This design comes from an exercise in tuning for small area on the open sky130 flow, not from production work.
In this exercise RTL edits were held to simulation tests only and were not proved equivalent to the original.

## run A
==> flow/design.v <==
module sound_main(
	input  wire       clock,
	input  wire       reset,
	input  wire       mode_8chans,
	input  wire       mode_pan4ch,
	input  wire       mode_inv7b,
	input  wire       in_wrtoggle,
	input  wire       in_datnvol,
	input  wire [2:0] in_wraddr,
	input  wire [7:0] in_data,
	output wire       dac_clock,
	output wire       dac_leftright,
	output wire       dac_data
);
	reg [2:0] fifth;
	reg [6:0] sync;
	wire f4 = fifth[2];
	always @(posedge clock)
	if( reset )
		fifth <= 3'd0;
	else if( f4 )
		fifth <= 3'd0;
	else
		fifth <= fifth + 3'd1;
	always @(posedge clock)
	if( reset )
		sync <= 7'd0;
	else if( f4 )
		sync <= sync + 7'd1;
	assign dac_clock     = sync[0];
	assign dac_leftright = sync[6];
	wire [5:0] s   = sync[5:0];
	wire       lrp = ~sync[6];
	wire [1:0] c   = s[3:2];  
	wire [2:0] psi = {s[2]^s[0], s[1], s[0]} + fifth;
	wire ev_vol = (s[5:4]==2'd0) & (
	              (s[3:0]==4'd0  & fifth==3'd1) |
	              (s[3:0]==4'd4  & fifth==3'd4) |
	              (s[3:0]==4'd9  & fifth==3'd2) |
	              (s[3:0]==4'd14 & fifth==3'd0) );
	reg ev_vol_d, ev_dat, ev_first;
	always @(posedge clock)
	begin
		ev_vol_d <= ev_vol;
		ev_dat   <= ev_vol_d;
		ev_first <= ev_dat;
	end
	wire active = (s < 6'd18);           
	wire clr0   = (s[5:2] == 4'd0);      
	wire load_int = f4 & (&s);
	reg        p1;
	reg        pend;
	reg [47:0] rv;  
	reg [63:0] rd;  
	wire       wreq = in_wrtoggle ^ p1;
	wire       at7  = ((in_wraddr ^ psi) == 3'd7);  
	wire       land = (wreq | pend) & at7;
	always @(posedge clock)
	begin
		p1   <= in_wrtoggle;
		pend <= ~reset & (wreq | pend) & ~at7;
	end
	wire [5:0] ins_v = (land & ~in_datnvol) ? in_data[5:0] : rv[47:42];
	wire [7:0] ins_d = (land &  in_datnvol) ? in_data      : rd[63:56];
	always @(posedge clock)
	begin
		rv <= { rv[41:0], ins_v };
		rd <= { rd[55:0], ins_d };
	end
	wire       hv = c[1] & (mode_8chans | mode_pan4ch);
	wire [1:0] qv = {hv, 1'b0} + {1'b0, lrp} - {1'b0, c[1]};
	wire [1:0] qd = mode_8chans ? ( {1'b0, c[1]} + {1'b0, lrp} + 2'd1 ) :
	                mode_pan4ch ? 2'd1 :
	                              ( {1'b0, lrp} - {1'b0, c[1]} + 2'd1 );
	reg [5:0] vol_rd;
	reg [7:0] dat_rd;
	always @*
	begin
		case( qv )
		2'd0: vol_rd = rv[11:6];
		2'd1: vol_rd = rv[23:18];
		2'd2: vol_rd = rv[35:30];
		default: vol_rd = rv[47:42];
		endcase
		case( qd )
		2'd0: dat_rd = rd[15:8];
		2'd1: dat_rd = rd[31:24];
		2'd2: dat_rd = rd[47:40];
		default: dat_rd = rd[63:56];
		endcase
	end
	wire [2:0] av = { hv, lrp, c[0] };
	wire [2:0] ad = mode_8chans ? { c[1], lrp, c[0] } :
	                mode_pan4ch ? { 1'b0, c[1], c[0] } :
	                              { 1'b0, lrp, c[0] };
	wire fwd_v = pend & ~in_datnvol & (in_wraddr == av);
	wire fwd_d = pend &  in_datnvol & (in_wraddr == ad);
	reg  [5:0] vol;
	reg  [7:0] sh;
	reg  [6:0] sr;
	reg        cy;
	reg [22:0] ring;
	reg [15:0] word;
	always @(posedge clock)
	if( ev_vol )
		vol <= fwd_v ? in_data[5:0] : vol_rd;
	wire [5:0] add = sh[0] ? vol : 6'd0;
	wire [6:0] su  = sr[6:1] + add;
	wire sgn = sh[7] ^ (ev_first & ~mode_inv7b);
	always @(posedge clock)
	begin
		sr <= ev_dat ? 7'd0 : su;
		if( ev_dat )
			sh <= fwd_d ? in_data : dat_rd;
		else
			sh <= { sgn, sgn, sh[6:1] };
	end
	wire       mo = su[0] & active;
	wire       od = ring[0] & ~clr0;
	wire [1:0] ts = {1'b0, cy} + {1'b0, mo} + {1'b0, od};
	always @(posedge clock)
	begin
		ring <= { ts[0], ring[22:1] };
		cy   <= ts[1] & active & ~ev_dat;
	end
	integer m;
	always @(posedge clock)
	if( load_int )
		for( m=0; m<16; m=m+1 )
			word[m] <= ring[7 + ((16-m)%16)];
	wire [4:0] j = sync[5:1];
	assign dac_data = ( (j != 5'd0) && (j <= 5'd16) ) ? word[j[3:0]] : 1'b0;
endmodule
make LEC_CHECK=0 CAP_MARGIN=20 CORE_MARGIN=2 CORE_UTILIZATION=60 CTS_BUF_LIST=sky130_fd_sc_hd__clkbuf_8 SLEW_MARGIN=20 finish   # period 5.0 ns
run.sh (not shown) runs the stock make flow with config.mk's settings and CLKGATE_MAP_FILE= SYNTH_SCRIPT=/design/flow/synth_recipe.tcl, a recipe that flattens the netlist after the stock synthesis.
What run B does differently from run A at the input level:
- PLACE_DENSITY: unset -> 0.9
- CTS_BUF_LIST: sky130_fd_sc_hd__clkbuf_8 -> unset
- CORE_UTILIZATION: 60 -> 85
==> flow/flow/run.sh (new file) <==
#!/bin/bash
# Standard ORFS layout (standard.sh), with two changes:
#  - port buffers use the smallest buffer cell, buf_1
#  - CTS without dummy loads, clkbuf_8 buffers
set -euo pipefail
export BUFFER_PORTS_ARGS="-buffer_cell sky130_fd_sc_hd__buf_1"
export CTS_ARGS="-sink_clustering_enable -repair_clock_nets -dont_use_dummy_load -buf_list sky130_fd_sc_hd__clkbuf_8"
bash standard.sh > standard_flow.log 2>&1
==> flow/standard.sh (new file) <==
#!/bin/bash
# synth_recipe.tcl (not shown) runs the flow's synth.tcl, then flattens the netlist and writes it again
# the make line also repeats each setting of config.mk as NAME=value (left out here)
make -C /OpenROAD-flow-scripts/flow DESIGN_CONFIG=/design/flow/config.mk WORK_HOME=/design/flow/orfs CLKGATE_MAP_FILE= SYNTH_SCRIPT=/design/flow/synth_recipe.tcl "${@:-finish}"
removed: flow/run.sh
## What came out
- Relative to run A, register-to-register slack has gone down in run B.
- Looking at initial standard-cell utilization of the core, run B sits 24 points higher than run A does.
- Per the comparison of run B with run A, number of well taps shows a reduction of 49; routed wire length went up.

[what the ideal ports hide]
How much do the figures lean on ideal ports? The routed layouts below were timed once more, with nothing changed but the port constraints. Step 1 assumes that a clkbuf_16 drives the clock port and a buf_2 every other input. Step 2 adds t to the input delays and takes it off the output delays; t is the mean of the earliest and latest rising clock arrival at the registers after step 1. Input paths then give back, and output paths get back, about the clock's delay inside the block. Slacks: ideal / step 1 / step 2; pairs: ideal / step 1.
run | t (ns) | setup WS [ns] | cell pins on the clock port's net
run A | 0.468 | 1.493 / 1.457 / 1.661 | 1
run B | 0.468 | 1.652 / 1.620 / 1.706 | 1
After both steps setup and hold are still met in every run listed.
